Context: an optimization exercise on an open-source flow, tuned for small area. The choices shown serve that exercise and are no tape-out recipe. Function was checked by simulation only, so behaviour that the tests miss may differ from the original. No driver is modelled on the clock port, so clocking that relies on it looks cheaper here than on a real chip. No activity file was given, so power comes from the tool's default toggle rates.

==> design.v <==
`timescale 1ns / 1ps
module bin_counter(input clk, reset, enable, output reg [1:0] count);
reg [2:0] c5;
wire dtick = c5[2] & ~c5[1];
always @(posedge clk) begin
  if (reset) begin
    c5 <= 3'b111;
    count <= 2'b00;
  end else if (enable) begin
    c5 <= {c5[1:0], ~(c5[2] & c5[1])};
    if (dtick) count <= {count[0], ~count[1]};
  end
end
endmodule
`timescale 1ns / 1ps
module clk_divider(input clk, rst, output tick);
reg [3:0] c16;
wire f = c16[3] ^ c16[2] ^ (c16[2:0] == 3'b000);
always @(posedge clk) begin
  if (rst) c16 <= 4'b0000;
  else c16 <= {c16[2:0], f};
end
assign tick = (c16 == 4'b1101);
endmodule
`timescale 1ns / 1ps
`timescale 1ns / 1ps
`timescale 1ns / 1ps
`timescale 1ns / 1ps
module pushbutton_detect(input clk, rst, en, in, output out);
reg [1:0] run;
reg [1:0] st;
wire newp = in & run[1] & run[0];
wire fresh = ~st[1] & st[0] & ~run[1] & run[0];
always @(posedge clk) begin
  if (rst) begin
    run <= 2'b00;
    st <= 2'b00;
  end else if (en) begin
    run <= {in & ~newp & (run[1] | run[0]), newp | (in & ~run[1] & ~fresh)};
    st <= {~newp & st[0] & ~fresh, newp | (st[0] & ~st[1])};
  end
end
assign out = st[1] & ~st[0];
endmodule
`timescale 1ns / 1ps
module CU(input clk, input rst, input en, input BTNL, input BTNR,
input BTNC, output reg [1:0] window, output reg load);
wire inc = BTNL & ~BTNR;
wire dec = BTNR & ~BTNL;
always @(posedge clk) begin
  if (rst) begin
    window <= 2'b00;
    load <= 1'b0;
  end else if (en) begin
    load <= BTNC;
    if (inc) window <= {window[0], 1'b1};
    else if (dec) window <= {1'b0, window[1]};
  end
end
endmodule
`timescale 1ns / 1ps
module bcd_add_digit(input [3:0] a, input [3:0] b, input ci, output [3:0] r, output co);
wire [4:0] k;
wire [3:0] z;
assign k[0] = ci;
genvar j;
generate for (j = 0; j < 4; j = j + 1) begin : fa
  assign z[j] = a[j] ^ b[j] ^ k[j];
  assign k[j+1] = (a[j] & b[j]) | (k[j] & (a[j] ^ b[j]));
end endgenerate
assign co = k[4];
assign r[0] = z[0];
assign r[1] = z[1] ^ co;
assign r[2] = z[2] ^ (co & ~z[1]);
assign r[3] = z[3] ^ (co & (z[2] | z[1]));
endmodule
module multiplier(
    input  [7:0] MP,
    input  [7:0] MC,
    input clk,
    input rst,
    input load,
    output sign,
    output done,
    output reg [16:0] product
    );
localparam [16:0] ZERO = 17'h06666;
wire [7:0] mc_half;
bin_to_BCD conv(.bin(MC), .bcd(mc_half));
reg [7:0] R;
reg inv;
reg [16:0] S;
wire done_flag = ~inv | R[7];
wire bit_k = R[0] ^ inv;
wire zero_flag = ~|R | (inv & &R);
wire [15:0] Sd = load ? {8'd0, mc_half} : S[15:0];
wire [16:0] S2;
wire [3:0] q0, q1, q2, q3;
bcd_dbl b0(.d(Sd[3:0]), .q(q0));
bcd_dbl b1(.d(Sd[7:4]), .q(q1));
bcd_dbl b2(.d(Sd[11:8]), .q(q2));
bcd_dbl b3(.d(Sd[15:12]), .q(q3));
assign S2 = {q3[3], q3[2:0], q2[3], q2[2:0], q1[3], q1[2:0], q0[3], q0[2:0], load & MC[0]};
wire add = done_flag & bit_k;
wire [16:0] Sa = S & {17{add}};
wire [16:0] sum;
wire c1, c2, c3, c4;
bcd_add_digit a0(.a(product[3:0]),   .b(Sa[3:0]),   .ci(1'b0), .r(sum[3:0]),   .co(c1));
bcd_add_digit a1(.a(product[7:4]),   .b(Sa[7:4]),   .ci(c1),   .r(sum[7:4]),   .co(c2));
bcd_add_digit a2(.a(product[11:8]),  .b(Sa[11:8]),  .ci(c2),   .r(sum[11:8]),  .co(c3));
bcd_add_digit a3(.a(product[15:12]), .b(Sa[15:12]), .ci(c3),   .r(sum[15:12]), .co(c4));
assign sum[16] = product[16] | Sa[16] | c4;
always @(posedge clk) begin
  if (rst | load) product <= ZERO;
  else product <= sum;
end
always @(posedge clk) begin
  if (rst) begin
    R[7] <= 1'b0;
    inv <= 1'b1;
  end else if (load) begin
    R[7] <= MP[7];
    inv <= 1'b0;
  end else begin
    inv <= inv | (R[7] & R[0]);
  end
end
always @(posedge clk) begin
  if (load) R[6:0] <= MP[6:0];
  else R[6:0] <= R[7:1];
  S <= S2;
end
assign sign = (MC[7] ^ MP[7]) & (product != ZERO);
assign done = zero_flag & done_flag;
endmodule
`timescale 1ns / 1ps
module bcd_dbl(input [3:0] d, output [3:0] q);
assign q[0] = (d[3] & ~d[0]) | (~d[3] & ~d[2] & d[0]) | (d[2] & d[1] & ~d[0]);
assign q[1] = (d[3] & ~d[0]) | (~d[2] & d[1]) | (d[1] & d[0]);
assign q[2] = (d[3] & d[0]) | (d[2] & ~d[1] & ~d[0]);
assign q[3] = (d[2] & d[0]) | (d[2] & d[1]) | d[3];
endmodule
module bin_to_BCD(input [7:0] bin, output [7:0] bcd);
wire s = bin[7];
wire [6:0] a = bin[6:0];
wire [6:0] below;
assign below[0] = 1'b0;
genvar i;
generate for (i = 1; i < 7; i = i + 1) begin : neg
  assign below[i] = below[i-1] | a[i-1];
end endgenerate
wire [6:1] m = a[6:1] ^ ({6{s}} & below[6:1]);
wire big = s & ~|a;
wire [3:0] o1, o2, o3;
bcd_dbl d1(.d({1'b0, m[6:4]}), .q(o1));
bcd_dbl d2(.d({o1[2:0], m[3]}), .q(o2));
bcd_dbl d3(.d({o2[2:0], m[2]}), .q(o3));
assign bcd[3:0] = {o3[2:0], m[1]} | {1'b0, big, 2'b00};
assign bcd[7:4] = {1'b0, o1[3], o2[3], o3[3]} | {1'b0, big, big, 1'b0};
endmodule
`timescale 1ns / 1ps
module BCD_to_7seg(input [3:0] d, output [6:0] segments);
assign segments[0] = (~d[3] & d[1]) | (d[2] & ~d[1] & d[0]);
assign segments[1] = (~d[3] & d[0]) | (~d[2] & ~d[1]) | (~d[1] & d[0]);
assign segments[2] = d[0] | (~d[2] & d[1]);
assign segments[3] = (~d[3] & d[0]) | (~d[2] & d[1] & ~d[0]) | (d[2] & ~d[1] & d[0]);
assign segments[4] = (~d[2] & ~d[1] & ~d[0]) | (~d[3] & ~d[2]);
assign segments[5] = (~d[2] & d[1] & d[0]) | (d[2] & ~d[1] & ~d[0]) | (~d[3] & ~d[2]);
assign segments[6] = (~d[2] & d[1] & ~d[0]) | (~d[3] & d[0]);
endmodule
`timescale 1ns / 1ps
module Top_module(input clk, input rst, input BTNC, input BTNL, input BTNR, input [7:0] MP,input [7:0] MC, output  done, output [6:0] segments, output [3:0]anode_active);
wire tick;
clk_divider div(.clk(clk), .rst(rst), .tick(tick));
wire bcenter, bleft, bright;
pushbutton_detect center_pb(.clk(clk), .rst(rst), .en(tick), .in(BTNC), .out(bcenter));
pushbutton_detect right_pb (.clk(clk), .rst(rst), .en(tick), .in(BTNR), .out(bright));
pushbutton_detect left_pb  (.clk(clk), .rst(rst), .en(tick), .in(BTNL), .out(bleft));
wire load;
wire [1:0] w;
CU control(.clk(clk), .rst(rst), .en(tick), .BTNL(bleft), .BTNR(bright), .BTNC(bcenter), .window(w), .load(load));
wire [16:0] p;
wire sign;
multiplier multiply(.MP(MP), .MC(MC), .clk(clk), .rst(rst), .load(load), .sign(sign), .done(done), .product(p));
wire [1:0] c;
bin_counter counter(.clk(clk), .reset(rst), .enable(tick), .count(c));
wire cd0 = ~c[1] & ~c[0], cd1 = ~c[1] & c[0], cd2 = c[1] & c[0], c3 = c[1] & ~c[0];
wire wd0 = ~w[0], wd1 = w[0] & ~w[1], wd2 = w[1];
wire s0 = wd0 & cd0;
wire s1 = (wd0 & cd1) | (wd1 & cd0);
wire s2 = (wd0 & cd2) | (wd1 & cd1) | (wd2 & cd0);
wire s3 = (wd1 & cd2) | (wd2 & cd1);
wire s4 = wd2 & cd2;
wire [3:0] num;
assign num[3] = (s0 & p[3]) | (s1 & p[7]) | (s2 & p[11]) | (s3 & p[15]);
assign num[2] = (s0 & p[2]) | (s1 & p[6]) | (s2 & p[10]) | (s3 & p[14]) | s4;
assign num[1] = (s0 & p[1]) | (s1 & p[5]) | (s2 & p[9])  | (s3 & p[13]) | s4 | (c3 & ~sign);
assign num[0] = (s0 & p[0]) | (s1 & p[4]) | (s2 & p[8])  | (s3 & p[12]) | (s4 & p[16]) | c3;
BCD_to_7seg segment(.d(num), .segments(segments));
assign anode_active = ~({4{done}} & {c3 & sign, cd2, cd1, cd0});
endmodule
==> flow/run.sh <==
#!/bin/bash
set -euo pipefail
here=$(pwd)

# 1. standard synthesis with the stronger ABC script, four seeds
for s in 0 1 2 3; do
  d="$here/trial$s"
  rm -rf "$d"; mkdir -p "$d"
  cp -r "$FLOW_HOME/scripts" "$d/scripts"
  sed "s/@SEED@/$s/" "$here/flow/abc_area.script" > "$d/scripts/abc_area.script"
  sed "s#WORK_HOME=[^ ]*#WORK_HOME=$d/orfs#" "$here/standard.sh" > "$d/standard.sh"
  (SCRIPTS_DIR="$d/scripts" bash "$d/standard.sh" synth > "$here/synth_seed$s.log" 2>&1) &
done
wait
best=""; bestarea=""
for s in 0 1 2 3; do
  f="$here/trial$s/orfs/reports/sky130hd/Top_module/base/synth_stat.txt"
  [[ -s "$here/trial$s/orfs/results/sky130hd/Top_module/base/1_synth.odb" ]] || continue
  a=$(awk '/Chip area for module/ {print $NF}' "$f" | tail -1)
  echo "seed $s: synthesized area $a" >> "$here/synth_pick.log"
  if [[ -z "$best" ]] || awk -v a="$a" -v b="$bestarea" 'BEGIN{exit !(a < b)}'; then
    best=$s; bestarea=$a
  fi
done
[[ -n "$best" ]]
echo "kept seed $best ($bestarea)" >> "$here/synth_pick.log"
rm -rf "$here/orfs"
mv "$here/trial$best/orfs" "$here/orfs"
for s in 0 1 2 3; do rm -rf "$here/trial$s"; done

# 2. and 3. the rest of the standard flow's layout
export BUFFER_PORTS_ARGS="-buffer_cell sky130_fd_sc_hd__buf_1"
cts="-sink_clustering_enable -repair_clock_nets -dont_use_dummy_load"
CTS_ARGS="$cts -buf_list sky130_fd_sc_hd__clkbuf_4 -root_buf sky130_fd_sc_hd__clkbuf_4" \
  bash standard.sh finish > "$here/layout.log" 2>&1
res="$here/orfs/results/sky130hd/Top_module/base"
slew=$(RES="$res" openroad -no_init -exit "$here/flow/clkslew.tcl" 2>&1 | tee "$here/clkslew.log" | awk '/^CLKSLEW/ {print $2}') || slew=""
if [[ -z "$slew" ]] || awk -v s="$slew" 'BEGIN{exit !(s > 120)}'; then
  echo "clock pin slew ${slew:-unknown} ps: clock tree again with clkbuf_8" >> "$here/clkslew.log"
  rm -f "$res"/4_* "$res"/5_* "$res"/6_* "$here/out/final.def"
  CTS_ARGS="$cts -buf_list sky130_fd_sc_hd__clkbuf_8 -root_buf sky130_fd_sc_hd__clkbuf_8" \
    bash standard.sh finish > "$here/layout_clkbuf8.log" 2>&1
  RES="$res" openroad -no_init -exit "$here/flow/clkslew.tcl" >> "$here/clkslew.log" 2>&1 || true
fi
test -s "$here/out/final.def"
==> flow/abc_area.script <==
strash
&get -n
&deepsyn -T 150 -S @SEED@
&dch -f
&nf -R 1000 -p -a
&put
topo
stime -c
==> flow/clkslew.tcl <==
# Largest slew at the flip-flop clock pins of the final layout, in ps: per pin
# the largest of its early and late slews on either edge, with the parasitics
# ORFS extracted.
set platform $::env(FLOW_HOME)/platforms/sky130hd
read_lef $platform/lef/sky130_fd_sc_hd.tlef
read_lef $platform/lef/sky130_fd_sc_hd_merged.lef
read_liberty $platform/lib/sky130_fd_sc_hd__tt_025C_1v80.lib
read_db $::env(RES)/6_final.odb
read_sdc $::env(RES)/6_final.sdc
read_spef $::env(RES)/6_final.spef
set_propagated_clock [all_clocks]
set worst 0
foreach pin [all_registers -clock_pins -edge_triggered] {
  foreach edge {rise fall} {
    foreach analysis {min max} {
      set s [sta::time_ui_sta [get_property $pin slew_${analysis}_$edge]]
      set worst [expr {max($worst, $s * 1e12)}]
    }
  }
}
puts "CLKSLEW $worst"
==> standard.sh <==
#!/bin/bash
# synth_recipe.tcl (not shown) runs the flow's synth.tcl, then flattens the netlist and writes it again
# the make line also repeats each setting of config.mk as NAME=value (left out here)
make -C /OpenROAD-flow-scripts/flow DESIGN_CONFIG=/design/flow/config.mk WORK_HOME=/design/flow/orfs CLKGATE_MAP_FILE= SYNTH_SCRIPT=/design/flow/synth_recipe.tcl "${@:-finish}"
==> config.mk <==
export PLATFORM = sky130hd
export DESIGN_NAME = Top_module
export DESIGN_NICKNAME = Top_module
export VERILOG_FILES = /design/flow/design.v
export SDC_FILE = /design/flow/constraint.sdc
export NUM_CORES = 4
export LEC_CHECK = 0
export ABC_AREA = 1
export CAP_MARGIN = 20
export CORE_MARGIN = 2
export CORE_UTILIZATION = 70
export SLEW_MARGIN = 20
==> constraint.sdc <==
create_clock -name core_clock -period 15.0 [get_ports {clk}]
set_input_delay 3.0000 -clock core_clock [delete_from_list [all_inputs] [get_ports {clk}]]
set_output_delay 3.0000 -clock core_clock [all_outputs]
set_load 0.01 [all_outputs]
==> metrics.md, run 1 <==
| Metric | Value |
|---|---|
| Post-Syn Nets | 454 |
| DP Wirelength | 5.211 mm |
| Number of synthesized register bits | 67 |
| Static Leak | 0.001479 uW |
| ANT nets after route | 0 |
| Skew-Pair Late Insertion Delay | 0.35 ns |
| # Post-CTS Setup Buffers | 0 |
| Routed via count | 3014 |
| DIE AREA | between 5000 and 6000 um2 |
| Avg WL per Cell | 13.90 um |
| DR vias/cell | 5.796 |
| Fmax achieved | 131.8 MHz |
| Core area | ~4700 um2 |
| Antenna Diode Count | 0 |
| Critical-path cell list | buf_1, a21oi_1, o211ai_1, a22oi_1, nand2_1, nand2_1, a21oi_1, nand2b_1, buf_1 |
| Initial DRC count | 152 |
| Final WS setup | about 7.4 ns |
| Min-delay src | multiply.S[4] |
| Root Driver | clkbuf_8 |
| Yosys Warn Count | 5 |
| Post-synth EDFFs | 0 |
| Slew Viols, Final | 0 |
| Final setup vio count | 0 |
| CP delay by family, top | compound AO/OA/AOI/OAI gates |
| Row count | 25 |
| Distinct cells, synth | 45 |
| Pre-antenna DRT Iters | 5 |
| Asr flop ratio synth | 0% |
| Number of port buffers | 32 |
| Period utilization | about half |
| CP Capture Type | output pin |
| Top cell type's share of synthesized area | 39.02% |
| Max-cap check violation count | 0 |
| Fin. Hold Viols | 0 |
| WS Path Type | input port to output pin |
| Slew @ Worst Pin | 0.9821 ns |
| Total track usage | 29.11% |
| Die Span Y | 74.07 um |
| Pin count of the biggest net entering global routing | 28 |
| Ports | 33 |
| Worst-case reg-to-reg path depth | 30 |
| Worst hold slack | 0.4556 ns |
| Nets@finish | ~500 |
| Non-filler cells, final | 520 |
| Num CTS Buffers | 9 |
| Critical path buffers and inverters | 2 |
| Worst path max stage delay | 0.37 ns |
| Initial Util | slightly above 70% |
| Worst Hold End | multiply.S[6] |
| Critical Path Slowest Stage Cell | a22oi_1 |
| FF-to-FF setup slack | between 7 and 8 ns |
| Synth area leader | dfxtp_1 |
| Commonest non-fill, non-tap cell in the layout | dfxtp_1 |
| Hold depth | 1 |
| Congestion Overflow GR | 0 |
| Clock Skew | 0.02345 ns |
| Mapped cell area | around 3400 um2 |
| Post-synthesis average cell area | 8.363 um2 |
| HP Class | flip-flop to flip-flop |
| Post-Route Utilization | 79.87% |
| Synth top area cells | dfxtp_1 (39%), fa_1 (8.7%), nand2_1 (6.4%) |
| Mapped Cells | 411 |
| First-pass GRT wire length | 12.05 mm |
| Clock slew at reported path FFs | 0.05 ns |
| Most used flip-flop cell after synthesis | dfxtp_1 |
| Post-synthesis sequential area ratio | 39.02% |
| Max_slew headroom | 34.44% |
| R2R Path Start | multiply.inv |
| Post-cts hold buffer count | 0 |
| WP data required | 12.00 ns |
| Layout cells sized above 1 | 2.208% |
| Fin crit period | 7.589 ns |
| Pwr Density | 106.0 nW/um2 |
| Final wirelength | a little over 7 mm |
| CTS sink cnt | 67 |
| Fill cells | roughly 370 |
| Syn-to-layout area delta | 9.756% |
| Post-cts gate resize count | 0 |
| Startpoint types | input port |
| Worst reg2reg endpoint | multiply.product[15] |
| Pre-CTS setup slack | 7.431 ns |
| Critical Path AT | 4.59 ns |
| Maximum VDD drop | 0.08721 mV |
| Clk buf depth | 2 |
| GP Congestion | 0.9520 |
| Maximum level of the CTS H-tree | 3 |
| Placed Cells | around 510 |
| Vias in the first global route | around 2700 |
| CTS tree | yes |
| CP Max Fanout | 13 |
| Initial antenna violation count | 0 |
| Most frequent cells in the layout | dfxtp_1 (67), nand2_1 (59), a21oi_1 (40) |
| Unrepaired setup endpoints after global routing | false |
| Final setup TNS | 0 ns |
| DR DRC count | 0 |
| Outcome | complete, no violations |
| Die width | 74.07 um |
[through the flow]
stage / area (um2) / total power, uW
floorplan: 3437 / 271.3
detailed placement: 3649 / 289.1
global route: 3772 / 418.4
CTS: 3772 / 399.5
finish: 3772 / 400.0
global placement: 3649 / 285.5
[final cells by class]
| class | instances | area (um2) | area share, % |
|---|---|---|---|
| well taps | 67 | 83.83 | 2.222 |
| flip-flops and latches | 67 | 1341 | 35.56 |
| clock buffers | 9 | 123.9 | 3.284 |
| repair buffers | 33 | 127.6 | 3.383 |
| inverters | 29 | 108.9 | 2.886 |
| multi-input cells | 315 | 1987 | 52.67 |
[power by group]
part / internal [uW] / switching [uW] / total, uW / leakage [uW]
registers: 202 / 18.6 / 221 / 0.000546
clock network: 53.4 / 59.4 / 113 / 0.0000647
logic: 29.6 / 36.8 / 66.4 / 0.000868
total: 285 / 115 / 400 / 0.00148
[how the worst max path moves through the flow]
| stage | start | end | slack (ns) | cells after the start |
|---|---|---|---|---|
| 6_report | MC[7] | segments[3] | 7.41 | 9 |
| 5_1_grt | MC[7] | segments[3] | 7.25 | 8 |
| 3_5_place_dp | MC[7] | segments[3] | 7.43 | 9 |
| 2_1_floorplan | MC[7] | segments[3] | 8.03 | 7 |
| 4_1_cts | MC[7] | segments[3] | 7.43 | 9 |
| 3_3_place_gp | MC[7] | segments[3] | 7.55 | 9 |
[cells in the mapped netlist, types with 2 or more instances]
cell type	number
o21ai_0	34
fa_1	15
o31ai_1	2
nand3b_1	2
nor4_1	2
ha_1	7
nor2b_1	10
o21a_1	2
a21boi_0	4
nor2_1	36
o22a_1	4
a31oi_1	3
and3_1	3
nand2_1	59
nor3b_1	5
nand2b_1	9
a22oi_1	2
o22ai_1	2
xnor2_1	3
nor3_1	11
xor2_1	4
dfxtp_1	67
clkinv_1	29
mux2_1	6
o211ai_1	4
a21oi_1	40
nand4_1	6
and2_0	13
nand3_1	11
[logic make-up (layout without fill, tap and decap cells)]
family	count (synthesis)	in the layout	synth area share, %
muxes	7	7	2.257
and+or+nand+nor	171	171	23.88
AOI/OAI and AO/OA	108	108	18.60
buffers and inverters	29	71	3.167
xor gates and xnor gates	7	7	1.784
DFF	67	67	39.02
adders and majority gates	22	22	11.28
[metal layers]
layer / global-route usage (%) / wire length (um)
met3: 5.285 / 505
met2: 47.42 / 3342
met4: 12.73 / 120
met1: 38.14 / 3259
met5: 0 / 0
[registers in the layout, summed over array words and instances, names as in the netlist, 3 cells and up]
signal,cells
multiply.R,8
multiply.product,17
counter.c5,3
multiply.S,17
div.c16,4
==> inputs of run 2 (changes only) <==
--- a/flow/run.sh
+++ b/flow/run.sh
@@ -32,2 +32,3 @@
 export BUFFER_PORTS_ARGS="-buffer_cell sky130_fd_sc_hd__buf_1"
+export POST_CTS_TCL="$here/flow/post_cts.tcl"
 cts="-sink_clustering_enable -repair_clock_nets -dont_use_dummy_load"
@@ -40,2 +41,3 @@
   rm -f "$res"/4_* "$res"/5_* "$res"/6_* "$here/out/final.def"
+  unset POST_CTS_TCL
   CTS_ARGS="$cts -buf_list sky130_fd_sc_hd__clkbuf_8 -root_buf sky130_fd_sc_hd__clkbuf_8" \
==> flow/post_cts.tcl (new file) <==
estimate_parasitics -placement
set bigger 0
foreach inst [get_cells -filter "ref_name==sky130_fd_sc_hd__clkbuf_4"] {
  set net [get_nets -of_objects [get_pins -of_objects $inst -filter "direction==output"]]
  set worst 0
  set flops 0
  foreach pin [get_pins -of_objects $net -filter "direction==input"] {
    if {[get_property $pin name] ne "CLK"} { continue }
    incr flops
    foreach edge {rise fall} {
      foreach a {min max} {
        set worst [expr {max($worst, [sta::time_ui_sta [get_property $pin slew_${a}_$edge]] * 1e12)}]
      }
    }
  }
  if {$flops > 0 && $worst > 95} {
    replace_cell $inst sky130_fd_sc_hd__clkbuf_8
    incr bigger
    puts "post_cts: [get_full_name $inst] clock pin slew [format %.1f $worst] ps, now clkbuf_8"
  }
}
if {$bigger > 0} {
  detailed_placement
  estimate_parasitics -placement
}
==> run 2 against run 1 <==
Compared with the run above: global-route usage decreased by 1.6 points; register-to-register slack lost 0.05 ns; core utilization shrank 0.93 points.
==> metrics.md, run 2 <==
| Metric | Value |
|---|---|
| Total track usage | 27.50% (-1.6 points) |
| ANT nets after route | 0 (unchanged) |
| Core area | 4723 um2 (unchanged) |
| Crit. path cell count | 9 (unchanged) |
| Yosys Warn Count | 5 (unchanged) |
| NetSw | 105.1 uW (-8.4%) |
| Post-synthesis average cell area | 8.473 um2 (+1.3%) |
| Initial antenna violation count | 0 (unchanged) |
| R2R Path Start | multiply.R[7] |
| Final wirelength | 6.794 mm (-6.0%) |
| Mapped Cells | 403 (-1.9%) |
| Pint | 261.5 uW (-8.4%) |
| Initial DRC count | 124 (-18%) |
| Avg WL per Cell | 13.19 um (-5.1%) |
| Number of port buffers | 32 (unchanged) |
| DR vias/cell | 5.732 (-1.1%) |
| Clk network pwr share | 24.0% (-4.2 points) |
| CP Capture Type | output pin |
| CP Max Fanout | 14 (+1) |
| Startpoint types | input port |
| Mapped cell area | 3415 um2 (-0.66%) |
| Min-delay src | multiply.S[16] |
| CTS tree | yes |
| Hold depth | 2 (+1) |
| Post-Synth Simple-Gate Area | 22.35% (-1.5 points) |
| Outcome | complete, no violations |
| WP data required | 12.00 ns (about the same) |
| Maximum VDD drop | 0.06869 mV (-21%) |
| Worst hold slack | 0.4458 ns (-0.009791 ns) |
| DR DRC count | 0 (unchanged) |
| Die Span Y | 73.84 um (-0.31%) |
| GP Congestion | 0.8692 (-8.7%) |
| DIE AREA | 5452 um2 (-0.62%) |
| Main combinational cell family by area after synthesis | simple AND/OR/NAND/NOR gates |
| Row count | 25 (unchanged) |
| Max-cap check violation count | 0 (unchanged) |
| Initial Util | 72.29% (-0.48 points) |
| Post-Syn Nets | 446 (-1.8%) |
| Worst path max stage delay | 0.54 ns (+0.17 ns) |
| Sw Share | 28.66% (about the same) |
| Crit path launch | MC[7] |
| Critical Path Slowest Stage Cell | a211oi_1 |
| Syn-to-layout area delta | 9.198% |
| Antenna Diode Count | 0 (unchanged) |
| Congestion Overflow GR | 0 (unchanged) |
| Unrepaired setup endpoints after global routing | false |
| Fin crit period | 8.122 ns (+0.5336 ns) |
| Layout cells sized above 1 | 2.902% (+0.69 points) |
| Post-Synth XOR/XNOR Area | 2.052% (+0.27 points) |
| Number of synthesized register bits | 67 (unchanged) |
| Final setup TNS | 0 ns (unchanged) |
| Clock Skew | 0.02703 ns (+0.003584 ns) |
| Compound-Gate Fraction of Synth Area | 19.38% (+0.78 points) |
| Worst-case reg-to-reg path depth | 30 (unchanged) |
| Most instantiated cells after synthesis | dfxtp_1 (67), nand2_1 (54), a21oi_1 (46) |
| First-pass GRT wire length | 11.22 mm (-6.9%) |
| Distinct cells, synth | 43 (-4.4%) |
| CP delay by family, top | compound AO/OA/AOI/OAI gates |
| Combinational share of power | 16.8% (+0.2 points) |
| WS Path Type | input port to output pin |
| Synth top area cells | dfxtp_1 (39%), fa_1 (8.8%), a21oi_1 (6.7%) |
| Post-synth EDFFs | 0 (unchanged) |
| Critical path buffers and inverters | 2 (unchanged) |
| Routed via count | 2952 (-2.1%) |
| DP Wirelength | 5.142 mm (-1.3%) |
| Slew Viols, Final | 0 (unchanged) |
| Share of synthesized area spent on multiplexers | 2.602% (+0.34 points) |
| Die width | 73.84 um (-0.31%) |
| Asr flop ratio synth | 0% (unchanged) |
| Synth area leader | dfxtp_1 |
| Nets@finish | 493 (-1.0%) |
| Fin. Hold Viols | 0 (unchanged) |
| Critical Path AT | 5.12 ns (+0.53 ns) |
| Clock slew at reported path FFs | 0.09 ns (+0.04 ns) |
| Adder-cell share of the synthesized area | 11.36% (+0.074 points) |
| Ports | 33 (unchanged) |
| Post-synthesis sequential area ratio | 39.28% (+0.26 points) |
| CTS sink cnt | 67 (unchanged) |
| Max_slew headroom | 36.24% (+1.8 points) |
| Top Registers | multiply.S (17), multiply.product (17), multiply.R (8) |
| Final setup vio count | 0 (unchanged) |
| Flop pwr share | 59.1% (+3.9 points) |
| Vias in the first global route | 2619 (-3.9%) |
| Top cell type's share of synthesized area | 39.28% (+0.26 points) |
| Commonest non-fill, non-tap cell in the layout | dfxtp_1 |
| Period utilization | 54.15% (+3.6 points) |
| Static Leak | 0.001479 uW (about the same) |
| Pwr Density | 98.30 nW/um2 (-7.3%) |
| Slew @ Worst Pin | 0.9530 ns (-0.02910 ns) |
| Pre-antenna DRT Iters | 4 (-1) |
| HP Class | flip-flop to flip-flop |
| Pin count of the biggest net entering global routing | 29 (+3.6%) |
| Skew-Pair Late Insertion Delay | 0.40 ns (+0.05 ns) |
| Most common cell in the synthesized netlist | dfxtp_1 |
| Critical-path cell list | buf_1, o21ai_0, a211oi_1, nor2_1, a21oi_1, o21ai_0, and2_0, nand2b_1, buf_1 |
| Most used flip-flop cell after synthesis | dfxtp_1 |
| Fmax achieved | 123.1 MHz (-6.6%) |
| Most frequent cells in the layout | dfxtp_1 (67), nand2_1 (54), a21oi_1 (46) |
## run 2: layout make-up
cell class	count	area, um2
Multi-Input combinational cell	309	1972
Sequential cell	67	1341
Fill cell	334	994.7
Timing Repair Buffer	36	150.1
Inverter	27	101.3
Tap cell	67	83.83
Clock buffer	9	80.08
## run 2: kinds of logic after synthesis
kind of cell             count (synthesis)
AND/OR/NAND/NOR                        160
AO/OA/AOI/OAI                          111
flip-flops                              67
buffers and inverters                   27
adder cells (fa/ha/maj)                 22
XOR/XNOR                                 8
multiplexers                             8
## run 2: final timing paths
path                                to  slack (ns)
hold / removal    multiply.product[16]        0.45
setup reg to reg  multiply.product[15]        7.76
setup / recovery           segments[3]        6.88
hold reg to reg   multiply.product[16]        0.45
## run 2: worst reg2reg max path, delay by kind of cell (launching register included)
kind / cells / cell delay, ns
simple gates: 1 / 0.16
fa+ha+maj: 16 / 5.06
compound gates: 5 / 0.79
flops: 1 / 0.41
buf+inv: 8 / 0.75
## run 2: through the flow
| stage | instances | area [um2] | util [%] | setup slack, ns | power [uW] |
|---|---|---|---|---|---|
| 2_1_floorplan | 403 | 3415 | - | 7.658 | 265.2 |
| 3_3_place_gp | 506 | 3649 | 77.24 | 7.049 | 279.2 |
| 3_5_place_dp | 506 | 3649 | 77.24 | 6.944 | 281.8 |
| 5_1_grt | 515 | 3729 | 78.94 | 6.682 | 387.5 |
| 6_report | 515 | 3729 | 78.94 | 6.878 | 366.5 |
## run 2: power groups by stage
stage | registers (uW) | logic (uW) | clock network, uW
global route | 220 | 70.1 | 97.6
global placement | 221 | 58.7 | 0
floorplan | 216 | 49.0 | 0
detailed placement | 221 | 61.0 | 0
finish | 217 | 61.7 | 88.1
## run 2: routing by layer
| layer | up-vias | part of all wire [%] | GRT usage (%) |
|---|---|---|---|
| li1 | 1504 | - | - |
| met1 | 1350 | 45 | 34.41 |
| met2 | 86 | 48 | 44.44 |
| met3 | 12 | 5.1 | 8.779 |
| met4 | 0 | 1.8 | 10.10 |
| met5 | - | 0 | 0 |
==> inputs of run 3 (changes only) <==
--- a/flow/run.sh
+++ b/flow/run.sh
@@ -4,14 +4,17 @@
 
-# 1. standard synthesis with the stronger ABC script, four seeds
-for s in 0 1 2 3; do
-  d="$here/trial$s"
-  rm -rf "$d"; mkdir -p "$d"
-  cp -r "$FLOW_HOME/scripts" "$d/scripts"
-  sed "s/@SEED@/$s/" "$here/flow/abc_area.script" > "$d/scripts/abc_area.script"
-  sed "s#WORK_HOME=[^ ]*#WORK_HOME=$d/orfs#" "$here/standard.sh" > "$d/standard.sh"
-  (SCRIPTS_DIR="$d/scripts" bash "$d/standard.sh" synth > "$here/synth_seed$s.log" 2>&1) &
+# 1. standard synthesis with the stronger ABC script, eight seeds, four at a
+# time
+for batch in "0 1 2 3" "4 5 6 7"; do
+  for s in $batch; do
+    d="$here/trial$s"
+    rm -rf "$d"; mkdir -p "$d"
+    cp -r "$FLOW_HOME/scripts" "$d/scripts"
+    sed "s/@SEED@/$s/" "$here/flow/abc_area.script" > "$d/scripts/abc_area.script"
+    sed "s#WORK_HOME=[^ ]*#WORK_HOME=$d/orfs#" "$here/standard.sh" > "$d/standard.sh"
+    (SCRIPTS_DIR="$d/scripts" bash "$d/standard.sh" synth > "$here/synth_seed$s.log" 2>&1) &
+  done
+  wait
 done
-wait
 best=""; bestarea=""
-for s in 0 1 2 3; do
+for s in 0 1 2 3 4 5 6 7; do
   f="$here/trial$s/orfs/reports/sky130hd/Top_module/base/synth_stat.txt"
@@ -28,3 +31,3 @@
 mv "$here/trial$best/orfs" "$here/orfs"
-for s in 0 1 2 3; do rm -rf "$here/trial$s"; done
+for s in 0 1 2 3 4 5 6 7; do rm -rf "$here/trial$s"; done
 
==> run 3 against run 2 <==
Compared with the run above: hold slack improved by 0.022 ns; highest routed layer unchanged; fmax increased by 7.1%; largest cell class unchanged; worst setup slack improved by 0.54 ns.
==> metrics.md, run 3 <==
| Metric | Value |
|---|---|
| Most instantiated cells after synthesis | dfxtp_1 (67), nand2_1 (59), a21oi_1 (40) |
| Number of synthesized register bits | 67 (unchanged) |
| Fin crit period | 7.583 ns (-0.5393 ns) |
| First-pass GRT wire length | 11.68 mm (+4.1%) |
| DP Area | 3649 um2 (unchanged) |
| Number of port buffers | 32 (unchanged) |
| Worst Hold End | multiply.S[6] |
| Total track usage | 28.09% (+0.60 points) |
| DIE AREA | 5486 um2 (+0.62%) |
| Synth top area cells | dfxtp_1 (39%), fa_1 (8.7%), nand2_1 (6.4%) |
| CTS sink cnt | 67 (unchanged) |
| Final wirelength | 6.937 mm (+2.1%) |
| CP Capture Type | output pin |
| Mapped cell area | 3437 um2 (+0.66%) |
| Fmax achieved | 131.9 MHz (+7.1%) |
| Vias in the first global route | 2677 (+2.2%) |
| Clock slew at reported path FFs | 0.08 ns (about the same) |
| Outcome | complete, no violations |
| Fin. Hold Viols | 0 (unchanged) |
| Top cell type's share of synthesized area | 39.02% (-0.26 points) |
| Most used flip-flop cell after synthesis | dfxtp_1 |
| Period utilization | 50.55% (-3.6 points) |
| Layout cells sized above 1 | 2.208% (-0.69 points) |
| Pwr Density | 100.8 nW/um2 (+2.6%) |
| Unrepaired setup endpoints after global routing | false |
| DR vias/cell | 5.754 (+0.38%) |
| FF-to-FF setup slack | 7.93 ns (+0.17 ns) |
| Synth area leader | dfxtp_1 |
| Core area | 4723 um2 (unchanged) |
| Most frequent cells in the layout | dfxtp_1 (67), nand2_1 (59), a21oi_1 (40) |
| Nets@finish | 498 (+1.0%) |
| Worst-case reg-to-reg path depth | 30 (unchanged) |
| Slew Viols, Final | 0 (unchanged) |
| Initial antenna violation count | 0 (unchanged) |
| Fill cells | 372 (+11%) |
| CP Max Fanout | 13 (-1) |
| Max_slew headroom | 35.46% (-0.78 points) |
| Syn-to-layout area delta | 8.482% |
| GP Congestion | 0.9520 (+9.5%) |
| Post-Syn Nets | 454 (+1.8%) |
| HP Class | flip-flop to flip-flop |
| Routed via count | 2992 (+1.4%) |
| Avg WL per Cell | 13.34 um (+1.1%) |
| Final setup TNS | 0 ns (unchanged) |
| Min-delay src | multiply.S[4] |
| Worst reg2reg endpoint | multiply.product[15] |
| Max-cap check violation count | 0 (unchanged) |
| Top Registers | multiply.S (17), multiply.product (17), multiply.R (8) |
| Worst hold slack | 0.4682 ns (+0.02234 ns) |
| Hold depth | 1 (-1) |
| Slew @ Worst Pin | 0.9668 ns (+0.01384 ns) |
| R2R Path Start | multiply.inv |
| Distinct cells, synth | 45 (+4.7%) |
| Static Leak | 0.001461 uW (-1.3%) |
| Initial Util | 72.77% (+0.48 points) |
| Die Span Y | 74.07 um (+0.31%) |
| Post-synth EDFFs | 0 (unchanged) |
| Post-synthesis average cell area | 8.363 um2 (-1.3%) |
| Antenna Diode Count | 0 (unchanged) |
| DP Wirelength | 5.211 mm (+1.3%) |
| Fin area | 3729 um2 (unchanged) |
| Startpoint types | input port |
| Ports | 33 (unchanged) |
| Die width | 74.07 um (+0.31%) |
| Pre-antenna DRT Iters | 5 (+1) |
| Maximum VDD drop | 0.08754 mV (+27%) |
| Skew-Pair Late Insertion Delay | 0.41 ns (about the same) |
| Initial DRC count | 137 (+10%) |
| CTS tree | yes |
| Critical Path AT | 4.58 ns (-0.54 ns) |
| Final setup vio count | 0 (unchanged) |
| Commonest non-fill, non-tap cell in the layout | dfxtp_1 |
| Row count | 25 (unchanged) |
| Post-synthesis sequential area ratio | 39.02% (-0.26 points) |
| Most common cell in the synthesized netlist | dfxtp_1 |
| Asr flop ratio synth | 0% (unchanged) |
| DR DRC count | 0 (unchanged) |
| Yosys Warn Count | 5 (unchanged) |
| Congestion Overflow GR | 0 (unchanged) |
| Pin count of the biggest net entering global routing | 28 (-3.4%) |
| Mapped Cells | 411 (+2.0%) |
| ANT nets after route | 0 (unchanged) |
| WS Path Type | input port to output pin |
| WP data required | 12.00 ns (about the same) |
| Overall power | 376.0 uW (+2.6%) |
| Clock Skew | 0.01512 ns (-0.01191 ns) |
-- run 3: changes by cell type after synthesis, moves of 5 or more --
cell / previous run / this run
a21oi_1: 46 / 40
a22oi_1: 8 / 2
nand2_1: 54 / 59
nand3_1: 6 / 11
o21ai_0: 27 / 34
-- run 3: how the worst max path moves through the flow --
stage,from,end,slack (ns)
6_report,MC[7],segments[3],7.42
5_1_grt,MC[7],segments[3],7.25
3_5_place_dp,MC[7],segments[3],7.43
3_3_place_gp,MC[7],segments[3],7.55
2_1_floorplan,MC[7],segments[3],8.03
-- run 3: cells by family (layout without fill, tap and decap cells) --
kind of cell / count (synthesis) / count (layout) / share of synthesized area [%]
xor gates and xnor gates: 7 / 7 / 1.784
AOI/OAI and AO/OA: 108 / 108 / 18.60
and+or+nand+nor: 171 / 171 / 23.88
DFF: 67 / 67 / 39.02
adders and majority gates: 22 / 22 / 11.28
buffers and inverters: 29 / 71 / 3.167
muxes: 7 / 7 / 2.257
-- run 3: per-stage QoR --
step,util [%],setup WS [ns],instances
2_1_floorplan,-,8.027,411
5_1_grt,78.94,7.254,520
6_report,78.94,7.417,520
3_3_place_gp,77.24,7.550,511
3_5_place_dp,77.24,7.431,511
-- run 3: per-layer routing --
layer	up-vias	GRT usage [%]	part of all wire, %
li1	1526	-	-
met4	0	13.13	2.0
met1	1372	36.52	48
met5	-	0	0
met3	15	5.420	5.0
met2	79	45.44	45
-- run 3: final cells by class --
cell class	count	area (um2)	area share, %
Inverter	29	108.9	2.919
Tap cell	67	83.83	2.248
Sequential cell	67	1341	35.97
Timing Repair Buffer	33	127.6	3.423
Clock buffer	9	80.08	2.148
Multi-Input combinational cell	315	1987	53.29
-- run 3: power breakdown --
group	internal [uW]	switching (uW)	total, uW	leakage (uW)
registers	202	18.4	220	0.000546
clock network	33.4	55.6	89.0	0.0000466
logic	29.6	36.9	66.5	0.000868
total	265	111	376	0.00146
-- run 3: critical path: stages --
cell and delay [ns]:
buf_1 0.21, a21oi_1 0.20, o211ai_1 0.19, a22oi_1 0.37, nand2_1 0.17, nand2_1 0.12, a21oi_1 0.05, nand2b_1 0.14
buf_1 0.12
==> inputs of run 4 (changes only) <==
--- a/config.mk
+++ b/config.mk
@@ -8,5 +8,6 @@
 export ABC_AREA = 1
-export CAP_MARGIN = 20
+export CAP_MARGIN = 10
 export CORE_MARGIN = 2
 export CORE_UTILIZATION = 70
-export SLEW_MARGIN = 20
+export GPL_TIMING_DRIVEN = 0
+export SLEW_MARGIN = 10
==> run 4 against run 3 <==
Compared with the run above: total power rose by 0.47%; critical path type unchanged; critical endpoint unchanged; cell area hardly changed; hold slack lost 0.0081 ns; via count rose by 0.60%.
==> metrics.md, run 4 <==
| Metric | Value |
|---|---|
| Outcome | complete, no violations |
| Number of port buffers | 32 (unchanged) |
| Post-Route Utilization | 78.91% (about the same) |
| CTS tree | yes |
| Routed via count | 3010 (+0.60%) |
| Clock slew at reported path FFs | 0.09 ns (about the same) |
| DR vias/cell | 5.800 (+0.80%) |
| NetSw | 109.8 uW (-0.92%) |
| First-pass GRT wire length | 11.45 mm (-1.9%) |
| Core area | 4723 um2 (unchanged) |
| Combinational share of power | 17.6% (about the same) |
| Avg WL per Cell | 13.22 um (-0.91%) |
| Mapped cell area | 3437 um2 (unchanged) |
| Number of synthesized register bits | 67 (unchanged) |
| Fin crit period | 7.589 ns (+0.005680 ns) |
| Critical Path AT | 4.59 ns (about the same) |
| HP Class | flip-flop to flip-flop |
| Final WS setup | 7.411 ns (-0.005680 ns) |
| Post-Syn Nets | 454 (unchanged) |
| Clock Skew | 0.02520 ns (+0.01008 ns) |
| ANT nets after route | 0 (unchanged) |
| Synth area leader | dfxtp_1 |
| Final setup TNS | 0 ns (unchanged) |
| Pre-antenna DRT Iters | 6 (+1) |
| Commonest non-fill, non-tap cell in the layout | dfxtp_1 |
| Sw Share | 29.07% (-0.41 points) |
| Fmax achieved | 131.8 MHz (about the same) |
| Period utilization | 50.59% (about the same) |
| Static Leak | 0.001458 uW (-0.20%) |
| Initial Util | 72.77% (unchanged) |
| Initial DRC count | 120 (-12%) |
| Worst Hold End | counter.c5[1] |
| Flop pwr share | 58.4% (-0.2 points) |
| WP data required | 12.00 ns (about the same) |
| Asr flop ratio synth | 0% (unchanged) |
| Slew @ Worst Pin | 1.067 ns (+0.1004 ns) |
| Die Span Y | 74.07 um (unchanged) |
| Startpoint types | input port |
| DIE AREA | 5486 um2 (unchanged) |
| Max_slew headroom | 28.85% (-6.6 points) |
| GP Congestion | 0.9188 (-3.5%) |
| Worst-case reg-to-reg path depth | 29 (-3.3%) |
| DR DRC count | 0 (unchanged) |
| Distinct cells, synth | 45 (unchanged) |
| Post-synthesis sequential area ratio | 39.02% (unchanged) |
| Pwr Density | 101.3 nW/um2 (+0.51%) |
| Post-synth EDFFs | 0 (unchanged) |
| Post-synthesis average cell area | 8.363 um2 (unchanged) |
| Clk network pwr share | 23.9% (+0.2 points) |
| Yosys Warn Count | 5 (unchanged) |
| Hold depth | 1 (unchanged) |
| Total track usage | 27.55% (-0.54 points) |
| Worst reg2reg endpoint | multiply.product[15] |
| Top cell type's share of synthesized area | 39.02% (unchanged) |
| Most frequent cells in the layout | dfxtp_1 (67), nand2_1 (59), a21oi_1 (40) |
| Pint | 267.9 uW (+1.1%) |
| Placed Cells | 510 (-0.20%) |
| Vias in the first global route | 2676 (-0.037%) |
| Pin count of the biggest net entering global routing | 28 (unchanged) |
| Unrepaired setup endpoints after global routing | false |
| Pre-CTS setup slack | 7.376 ns (-0.05552 ns) |
| Syn-to-layout area delta | 8.445% (about the same) |
| Slew Viols, Final | 0 (unchanged) |
| CP Max Fanout | 13 (unchanged) |
| Skew-Pair Late Insertion Delay | 0.41 ns (about the same) |
| Most common cell in the synthesized netlist | dfxtp_1 |
| Ports | 33 (unchanged) |
| Top Registers | multiply.S (17), multiply.product (17), multiply.R (8) |
| Final setup vio count | 0 (unchanged) |
| CP Capture Type | output pin |
| Synth top area cells | dfxtp_1 (39%), fa_1 (8.7%), nand2_1 (6.4%) |
| Layout cells sized above 1 | 1.991% (-0.22 points) |
| Fin. Hold Viols | 0 (unchanged) |
| DP Wirelength | 5.232 mm (+0.41%) |
| Antenna Diode Count | 0 (unchanged) |
| Maximum VDD drop | 0.1050 mV (+20%) |
| Most used flip-flop cell after synthesis | dfxtp_1 |
| Max-cap check violation count | 0 (unchanged) |
| Nets@finish | 497 (-0.20%) |
| FF-to-FF setup slack | 7.41 ns (-0.52 ns) |
| Congestion Overflow GR | 0 (unchanged) |
| Most instantiated cells after synthesis | dfxtp_1 (67), nand2_1 (59), a21oi_1 (40) |
| Mapped Cells | 411 (unchanged) |
| Min-delay src | counter.c5[0] |
| Non-filler cells, final | 519 (-0.19%) |
| CTS sink cnt | 67 (unchanged) |
| Initial antenna violation count | 0 (unchanged) |
| Row count | 25 (unchanged) |
| Die width | 74.07 um (unchanged) |
| R2R Path Start | multiply.inv |
| Final wirelength | 6.861 mm (-1.1%) |
| WS Path Type | input port to output pin |
run 4: power by group through the flow:
stage	sequential, uW	combinational (uW)	clock, uW
final	221	66.6	90.5
after global routing	224	75.1	98.2
after detailed placement	224	65.2	0
after global placement	223	62.0	0
after floorplan	219	52.7	0
run 4: worst max path at each step:
stage                           endpoint  slack [ns]     startpoint
finish                       segments[3]        7.41          MC[7]
global route        multiply.product[15]        6.82   multiply.inv
detailed placement  multiply.product[15]        7.38  multiply.R[7]
global placement    multiply.product[15]        7.50  multiply.R[7]
floorplan                    segments[3]        8.03          MC[7]
run 4: metal layers:
metal  GRT usage, %  share of wire [%]  routed length [um]  vias to the layer above
met5              0                  0                   0                        -
li1               -                  -                   -                     1519
met3          4.878                6.6                 453                       16
met1          36.39                 45                3073                     1379
met4          13.54                2.3                 159                        0
met2          43.95                 46                3174                       96
run 4: logic make-up after synthesis:
logic type | after synthesis | share of synthesized area [%]
xor gates and xnor gates | 7 | 1.784
AOI/OAI and AO/OA | 108 | 18.60
buffers and inverters | 29 | 3.167
and+or+nand+nor | 171 | 23.88
DFF | 67 | 39.02
adders and majority gates | 22 | 11.28
muxes | 7 | 2.257
run 4: cell type report:
type	count	area, um2
Multi-Input combinational cell	315	1987
Fill cell	345	996.0
Sequential cell	67	1341
Inverter	29	108.9
Clock buffer	9	86.33
Timing Repair Buffer	32	120.1
Tap cell	67	83.83
run 4: critical path, stage by stage:
cell and delay (ns):
buf_1 0.43, o211ai_1 0.21, a22oi_1 0.35, nand2_1 0.15, nand2_1 0.12, a21oi_1 0.05
nand2b_1 0.14, buf_1 0.12
run 4: through the flow:
step | hold WS (ns) | cell area, um2 | total power (uW)
after detailed placement | 0.4630 | 3641 | 289.6
final | 0.4601 | 3727 | 377.7
after global routing | 0.4866 | 3727 | 397.5
after floorplan | 0.4294 | 3437 | 271.3
after global placement | 0.4601 | 3641 | 285.3
==> inputs of run 5 (changes only) <==
--- a/flow/run.sh
+++ b/flow/run.sh
@@ -4,4 +4,6 @@
 
-# 1. standard synthesis with the stronger ABC script, eight seeds, four at a
-# time
+# 1. standard synthesis with the stronger ABC scripts, eight runs, four at a
+# time: trial s uses script ${script[s]} with seed ${seed[s]}
+script=(a a a a b b b b)
+seed=(0 1 2 3 0 4 5 6)
 for batch in "0 1 2 3" "4 5 6 7"; do
@@ -11,5 +13,5 @@
     cp -r "$FLOW_HOME/scripts" "$d/scripts"
-    sed "s/@SEED@/$s/" "$here/flow/abc_area.script" > "$d/scripts/abc_area.script"
+    sed "s/@SEED@/${seed[s]}/" "$here/flow/abc_${script[s]}.script" > "$d/scripts/abc_area.script"
     sed "s#WORK_HOME=[^ ]*#WORK_HOME=$d/orfs#" "$here/standard.sh" > "$d/standard.sh"
-    (SCRIPTS_DIR="$d/scripts" bash "$d/standard.sh" synth > "$here/synth_seed$s.log" 2>&1) &
+    (SCRIPTS_DIR="$d/scripts" bash "$d/standard.sh" synth > "$here/synth_trial$s.log" 2>&1) &
   done
@@ -22,3 +24,3 @@
   a=$(awk '/Chip area for module/ {print $NF}' "$f" | tail -1)
-  echo "seed $s: synthesized area $a" >> "$here/synth_pick.log"
+  echo "trial $s (script ${script[s]}, seed ${seed[s]}): synthesized area $a" >> "$here/synth_pick.log"
   if [[ -z "$best" ]] || awk -v a="$a" -v b="$bestarea" 'BEGIN{exit !(a < b)}'; then
@@ -28,3 +30,3 @@
 [[ -n "$best" ]]
-echo "kept seed $best ($bestarea)" >> "$here/synth_pick.log"
+echo "kept trial $best ($bestarea)" >> "$here/synth_pick.log"
 rm -rf "$here/orfs"
==> flow/abc_a.script (new file) <==
strash
&get -n
&deepsyn -T 150 -S @SEED@
&dch -f
&nf -R 1000 -p -a
&put
topo
stime -c
==> flow/abc_b.script (new file) <==
strash
&get -n
&deepsyn -T 150 -S @SEED@
&dch -f
&nf -R 1000 -p -a -E 10
&put
topo
stime -c
removed: flow/abc_area.script
==> run 5 against run 4 <==
Compared with the run above: combinational power decreased by 5.1%; clock-buffer cell count is the same; sequential share of layout area up 0.18 points; register-to-register slack worse by 0.07 ns; global-route usage is 0.61 points lower; synthesized cell count fell by 2.9%; wire length down 2.1%; critical path type unchanged.
==> metrics.md, run 5 <==
| Metric | Value |
|---|---|
| Outcome | complete, no violations |
| Initial Util | 72.24% (-0.53 points) |
| Fin. Hold Viols | 0 (unchanged) |
| Worst reg2reg endpoint | multiply.product[14] |
| WS Path Type | input port to output pin |
| Initial antenna violation count | 0 (unchanged) |
| Critical Path AT | 4.96 ns (+0.37 ns) |
| Max-cap check violation count | 0 (unchanged) |
| Ports | 33 (unchanged) |
| Mapped cell area | 3412 um2 (-0.73%) |
| Final setup vio count | 0 (unchanged) |
| Critical Path Slowest Stage Cell | buf_1 |
| Fmax achieved | 125.6 MHz (-4.7%) |
| Min-delay src | counter.c5[1] |
| Mapped Cells | 399 (-2.9%) |
| Worst path max stage delay | 0.36 ns (-0.07 ns) |
| WP data required | 12.00 ns (about the same) |
| DIE AREA | 5449 um2 (-0.69%) |
| Skew-Pair Late Insertion Delay | 0.41 ns (about the same) |
| CP Capture Type | output pin |
| Final setup TNS | 0 ns (unchanged) |
| Hold depth | 2 (+1) |
| Avg WL per Cell | 13.24 um (+0.19%) |
| DR vias/cell | 5.732 (-1.2%) |
| FF-to-FF setup slack | 7.34 ns (-0.07 ns) |
| Die width | 73.82 um (-0.34%) |
| Crit. path cell count | 9 (+1) |
| Core area | 4723 um2 (unchanged) |
| Commonest non-fill, non-tap cell in the layout | dfxtp_1 |
| CP delay by family, top | compound AO/OA/AOI/OAI gates |
| Post-Route Utilization | 78.52% (-0.40 points) |
| Period utilization | 53.07% (+2.5 points) |
| Fin crit period | 7.960 ns (+0.3718 ns) |
| Top Registers | multiply.S (17), multiply.product (17), multiply.R (8) |
| Maximum VDD drop | 0.07140 mV (-32%) |
| Post-synthesis average cell area | 8.551 um2 (+2.3%) |
| Number of port buffers | 32 (unchanged) |
| DP Wirelength | 5.159 mm (-1.4%) |
| Congestion Overflow GR | 0 (unchanged) |
| GP Congestion | 0.8864 (-3.5%) |
| Layout cells sized above 1 | 2.045% (+0.054 points) |
| Crit path launch | MC[7] |
| Fill cells | 367 (+6.4%) |
| CTS sink cnt | 67 (unchanged) |
| Vias in the first global route | 2601 (-2.8%) |
| Top cell type's share of synthesized area | 39.31% (+0.29 points) |
| Antenna Diode Count | 0 (unchanged) |
| Die Span Y | 73.82 um (-0.34%) |
| Worst Hold End | counter.c5[1] |
| Number of synthesized register bits | 67 (unchanged) |
| CTS tree | yes |
| Critical path buffers and inverters | 2 (unchanged) |
| Static Leak | 0.001484 uW (+1.7%) |
| Syn-to-layout area delta | 8.691% |
| Synth area leader | dfxtp_1 |
| Clock slew at reported path FFs | 0.07 ns (-0.02 ns) |
| CP Max Fanout | 13 (unchanged) |
| Unrepaired setup endpoints after global routing | false |
| Routed via count | 2906 (-3.5%) |
| Slew Viols, Final | 0 (unchanged) |
| First-pass GRT wire length | 11.10 mm (-3.1%) |
| Synth top area cells | dfxtp_1 (39%), fa_1 (8.8%), nand2_1 (6.4%) |
| Yosys Warn Count | 5 (unchanged) |
| Pre-antenna DRT Iters | 4 (-2) |
| Pwr Density | 101.8 nW/um2 (+0.45%) |
| Critical-path cell list | buf_1, o21ai_0, a41oi_1, a31oi_1, a21oi_1, o21ai_0, a21boi_0, nand2b_1, buf_1 |
| Total track usage | 26.94% (-0.61 points) |
| ANT nets after route | 0 (unchanged) |
| Startpoint types | input port |
| Most frequent cells in the layout | dfxtp_1 (67), nand2_1 (58), a21oi_1 (35) |
| Post-Syn Nets | 442 (-2.6%) |
| Post-synthesis sequential area ratio | 39.31% (+0.29 points) |
| HP Class | flip-flop to flip-flop |
| Pin count of the biggest net entering global routing | 27 (-3.6%) |
| Distinct cells, synth | 45 (unchanged) |
| Worst-case reg-to-reg path depth | 30 (+3.4%) |
| Asr flop ratio synth | 0% (unchanged) |
| Most common cell in the synthesized netlist | dfxtp_1 |
| Slew @ Worst Pin | 1.017 ns (-0.04993 ns) |
| Final wirelength | 6.715 mm (-2.1%) |
| R2R Path Start | multiply.inv |
| Most instantiated cells after synthesis | dfxtp_1 (67), nand2_1 (58), a21oi_1 (35) |
| Nets@finish | 485 (-2.4%) |
| Initial DRC count | 132 (+10%) |
| Row count | 25 (unchanged) |
| Most used flip-flop cell after synthesis | dfxtp_1 |
| Max_slew headroom | 32.18% (+3.3 points) |
| Post-synth EDFFs | 0 (unchanged) |
| Clock Skew | 0.01865 ns (-0.006554 ns) |
| DR DRC count | 0 (unchanged) |
[run 5: metal layers]
metal  track usage, %  up-vias  wire, um
li1                 -     1487         -
met1            34.18     1335      3124
met2            43.75       71      3142
met3            6.036       13       308
met4            12.12        0       140
met5                0        -         0
[run 5: cell families after synthesis]
family,synth area share [%]
simple gates,21.23
mux,2.567
fa+ha+maj,11.37
buf+inv,3.080
compound gates,20.13
flops,39.31
xor+xnor,2.310
[run 5: final cells by class]
type                    count  area, um2  share of cell area [%]
inverters                  28      105.1                   2.834
flip-flops and latches     67       1341                   36.17
repair buffers             32      120.1                   3.239
well taps                  67      83.83                   2.260
multi-input cells         304       1966                   53.00
clock buffers               9      92.59                   2.497
[run 5: worst max path at each step]
stage               slack (ns)              endpoint
floorplan                 7.57           segments[3]
global placement          7.15           segments[3]
detailed placement        7.11           segments[3]
global route              6.80  multiply.product[14]
finish                    7.04           segments[3]
[run 5: through the flow]
stage | setup WS, ns | area, um2 | total power [uW] | cells | hold WS, ns
floorplan | 7.570 | 3412 | 269.4 | 399 | 0.4159
global placement | 7.148 | 3616 | 283.4 | 498 | 0.4275
detailed placement | 7.111 | 3616 | 287.2 | 498 | 0.4323
global route | 6.796 | 3709 | 397.4 | 507 | 0.4821
finish | 7.040 | 3709 | 377.5 | 507 | 0.4416
[run 5: worst min-delay path, stage by stage (launching register included)]
cell and delay, ns:
dfxtp_1 0.31, nand2_1 0.05, nand2_1 0.04
[run 5: power breakdown]
| part | internal (uW) | leakage, uW | total, uW | switching [uW] |
|---|---|---|---|---|
| registers | 202 | 0.000546 | 220 | 18.7 |
| logic | 29.1 | 0.000886 | 63.2 | 34.1 |
| clock network | 39.0 | 0.0000518 | 93.8 | 54.8 |
| total | 270 | 0.00148 | 378 | 108 |
==> inputs of run 6 (changes only) <==
--- a/flow/run.sh
+++ b/flow/run.sh
@@ -4,7 +4,7 @@
 
-# 1. standard synthesis with the stronger ABC scripts, eight runs, four at a
+# 1. standard synthesis with the stronger ABC scripts, twelve runs, four at a
 # time: trial s uses script ${script[s]} with seed ${seed[s]}
-script=(a a a a b b b b)
-seed=(0 1 2 3 0 4 5 6)
-for batch in "0 1 2 3" "4 5 6 7"; do
+script=(a a a a b b b b c c c c)
+seed=(0 1 2 3 0 4 5 6 0 7 8 9)
+for batch in "0 1 2 3" "4 5 6 7" "8 9 10 11"; do
   for s in $batch; do
@@ -20,3 +20,3 @@
 best=""; bestarea=""
-for s in 0 1 2 3 4 5 6 7; do
+for s in 0 1 2 3 4 5 6 7 8 9 10 11; do
   f="$here/trial$s/orfs/reports/sky130hd/Top_module/base/synth_stat.txt"
@@ -33,3 +33,3 @@
 mv "$here/trial$best/orfs" "$here/orfs"
-for s in 0 1 2 3 4 5 6 7; do rm -rf "$here/trial$s"; done
+for s in 0 1 2 3 4 5 6 7 8 9 10 11; do rm -rf "$here/trial$s"; done
 
==> flow/abc_c.script (new file) <==
strash
&get -n
&deepsyn -T 150 -S @SEED@
&dc2
&dch -f
&nf -R 1000 -p -a
&put
topo
stime -c
==> run 6 against run 5 <==
Compared with the run above: wire length is the same; die area is the same; highest routed layer unchanged; via count is the same; critical endpoint unchanged; fmax is the same; clock skew is the same; sequential power is essentially flat; clock power is essentially flat; still clean on timing, DRC and antenna.
==> metrics.md, run 6 <==
| Metric | Value |
|---|---|
| Fill cells | 367 (unchanged) |
| Most used flip-flop cell after synthesis | dfxtp_1 |
| Compound-Gate Fraction of Synth Area | 20.13% (unchanged) |
| Skew-Pair Late Insertion Delay | 0.41 ns (about the same) |
| First-pass GRT wire length | 11.10 mm (unchanged) |
| Main combinational cell family by area after synthesis | simple AND/OR/NAND/NOR gates |
| Final setup vio count | 0 (unchanged) |
| Most common cell in the synthesized netlist | dfxtp_1 |
| Non-filler cells, final | 507 (unchanged) |
| Initial antenna violation count | 0 (unchanged) |
| Post-synthesis sequential area ratio | 39.31% (unchanged) |
| Pwr Density | 101.8 nW/um2 (unchanged) |
| Fin. Hold Viols | 0 (unchanged) |
| Post-synthesis average cell area | 8.551 um2 (unchanged) |
| Startpoint types | input port |
| DIE AREA | 5449 um2 (unchanged) |
| Distinct cells, synth | 45 (unchanged) |
| Fmax achieved | 125.6 MHz (unchanged) |
| Ports | 33 (unchanged) |
| Number of synthesized register bits | 67 (unchanged) |
| Top Registers | multiply.S (17), multiply.product (17), multiply.R (8) |
| Final setup TNS | 0 ns (unchanged) |
| Pre-antenna DRT Iters | 4 (unchanged) |
| Worst hold slack | 0.4416 ns (unchanged) |
| Maximum VDD drop | 0.07140 mV (unchanged) |
| WS Path Type | input port to output pin |
| Mapped cell area | 3412 um2 (unchanged) |
| Critical Path AT | 4.96 ns (about the same) |
| Die width | 73.82 um (unchanged) |
| Slew @ Worst Pin | 1.017 ns (unchanged) |
| Synth top area cells | dfxtp_1 (39%), fa_1 (8.8%), nand2_1 (6.4%) |
| Placed Cells | 498 (unchanged) |
| Total track usage | 26.94% (unchanged) |
| Core area | 4723 um2 (unchanged) |
| CP Capture Type | output pin |
| GP Congestion | 0.8864 (unchanged) |
| DR vias/cell | 5.732 (unchanged) |
| Share of synthesized area spent on multiplexers | 2.567% (unchanged) |
| Number of port buffers | 32 (unchanged) |
| Most instantiated cells after synthesis | dfxtp_1 (67), nand2_1 (58), a21oi_1 (35) |
| Top cell type's share of synthesized area | 39.31% (unchanged) |
| Asr flop ratio synth | 0% (unchanged) |
| DP Wirelength | 5.159 mm (unchanged) |
| Worst path max stage delay | 0.36 ns (about the same) |
| CTS tree | yes |
| Post-Syn Nets | 442 (unchanged) |
| Pin count of the biggest net entering global routing | 27 (unchanged) |
| Static Leak | 0.001484 uW (unchanged) |
| Fin crit period | 7.960 ns (unchanged) |
| Post-Route Utilization | 78.52% (unchanged) |
| Commonest non-fill, non-tap cell in the layout | dfxtp_1 |
| Post-Synth Simple-Gate Area | 21.23% (unchanged) |
| Vias in the first global route | 2601 (unchanged) |
| WP data required | 12.00 ns (about the same) |
| Initial Util | 72.24% (unchanged) |
| Synth area leader | dfxtp_1 |
| Outcome | complete, no violations |
| Clock Skew | 0.01865 ns (unchanged) |
| Routed via count | 2906 (unchanged) |
| Post-synth EDFFs | 0 (unchanged) |
| Period utilization | 53.07% (unchanged) |
| Row count | 25 (unchanged) |
| Clock slew at reported path FFs | 0.07 ns (about the same) |
| ANT nets after route | 0 (unchanged) |
| Mapped Cells | 399 (unchanged) |
| Antenna Diode Count | 0 (unchanged) |
| Post-Synth XOR/XNOR Area | 2.310% (unchanged) |
| Slew Viols, Final | 0 (unchanged) |
| Max-cap check violation count | 0 (unchanged) |
| Yosys Warn Count | 5 (unchanged) |
| DR DRC count | 0 (unchanged) |
| Layout cells sized above 1 | 2.045% (unchanged) |
| CTS sink cnt | 67 (unchanged) |
| Die Span Y | 73.82 um (unchanged) |
| Initial DRC count | 132 (unchanged) |
| Critical-path cell list | buf_1, o21ai_0, a41oi_1, a31oi_1, a21oi_1, o21ai_0, a21boi_0, nand2b_1, buf_1 |
| Nets@finish | 485 (unchanged) |
| Adder-cell share of the synthesized area | 11.37% (unchanged) |
| Critical Path Slowest Stage Cell | buf_1 |
| HP Class | flip-flop to flip-flop |
| Syn-to-layout area delta | 8.691% (unchanged) |
| Congestion Overflow GR | 0 (unchanged) |
| Avg WL per Cell | 13.24 um (unchanged) |
| CP Max Fanout | 13 (unchanged) |
| Unrepaired setup endpoints after global routing | false |
| Most frequent cells in the layout | dfxtp_1 (67), nand2_1 (58), a21oi_1 (35) |
| Max_slew headroom | 32.18% (unchanged) |
| Final wirelength | 6.715 mm (unchanged) |
==> run 6: critical path, delay by kind of cell <==
kind / cells / cell delay [ns]
AND/OR/NAND/NOR: 1 / 0.17
AO/OA/AOI/OAI: 6 / 1.31
buffers and inverters: 2 / 0.48
==> run 6: path summary, 6_finish.rpt <==
check                                    from              endpoint  slack [ns]  cells after the start
worst max-delay path                    MC[7]           segments[3]        7.04                      9
worst min-delay path            counter.c5[1]         counter.c5[1]        0.44                      2
worst max register to register   multiply.inv  multiply.product[14]        7.34                     30
worst min register to register  counter.c5[1]         counter.c5[1]        0.44                      2
==> run 6: kinds of logic (layout without fill, tap and decap cells) <==
logic type	after synthesis	after routing
xor gates and xnor gates	9	9
and+or+nand+nor	154	154
buffers and inverters	28	69
adders and majority gates	22	22
muxes	8	8
AOI/OAI and AO/OA	111	111
DFF	67	67
==> run 6: routing by layer <==
| layer | up-vias | track usage (%) | wire length (um) |
|---|---|---|---|
| li1 | 1487 | - | - |
| met1 | 1335 | 34.18 | 3124 |
| met2 | 71 | 43.75 | 3142 |
| met3 | 13 | 6.036 | 308 |
| met4 | 0 | 12.12 | 140 |
| met5 | - | 0 | 0 |
==> run 6: cell type report <==
type | count | area (um2) | share of cell area [%]
Multi-Input combinational cell | 304 | 1966 | 53.00
Timing Repair Buffer | 32 | 120.1 | 3.239
Clock buffer | 9 | 92.59 | 2.497
Inverter | 28 | 105.1 | 2.834
Sequential cell | 67 | 1341 | 36.17
Tap cell | 67 | 83.83 | 2.260
==> run 6: report_power, final <==
part | internal [uW] | total, uW | switching [uW] | leakage, uW
Combinational | 29.1 | 63.2 | 34.1 | 0.000886
Sequential | 202 | 220 | 18.7 | 0.000546
Clock | 39.0 | 93.8 | 54.8 | 0.0000518
Total | 270 | 378 | 108 | 0.00148
==> run 6: metrics by stage <==
| stage | worst slack [ns] | power [uW] | cell area [um2] |
|---|---|---|---|
| after floorplan | 7.570 | 269.4 | 3412 |
| after global placement | 7.148 | 283.4 | 3616 |
| after detailed placement | 7.111 | 287.2 | 3616 |
| after global routing | 6.796 | 397.4 | 3709 |
| final | 7.040 | 377.5 | 3709 |

afterwards: timing with drivers on the ports:
In the flow no input, the clock included, has a driving cell. The finished layouts below were timed again as built, in two steps. Step 1, drivers: a clkbuf_16 drives clk and a buf_2 each remaining input, both assumed. Step 2 adds t to the input delays and takes it off the output delays; t is the mean of the earliest and latest rising clock arrival at the registers after step 1. Input paths then give back, and output paths get back, about the clock's delay inside the block. Three values: no drivers, after step 1, after step 2; two values: the first two.
| run | shift t [ns] | setup WS [ns] | hold slack, ns | clock arrival spread, ns |
|---|---|---|---|---|
| run 1 | 0.368 | 7.411 / 7.391 / 7.391 | 0.456 / 0.456 / 0.456 | 0.030 / 0.030 |
| run 2 | 0.418 | 6.878 / 6.855 / 6.855 | 0.446 / 0.446 / 0.446 | 0.027 / 0.027 |
| run 3 | 0.431 | 7.417 / 7.397 / 7.397 | 0.468 / 0.468 / 0.468 | 0.015 / 0.016 |
| run 4 | 0.428 | 7.411 / 7.389 / 7.389 | 0.460 / 0.460 / 0.460 | 0.025 / 0.025 |
| run 5 | 0.428 | 7.040 / 7.015 / 7.015 | 0.442 / 0.442 / 0.442 | 0.021 / 0.021 |
| run 6 | 0.428 | 7.040 / 7.015 / 7.015 | 0.442 / 0.442 / 0.442 | 0.021 / 0.021 |
After both steps every run listed still meets setup and hold.
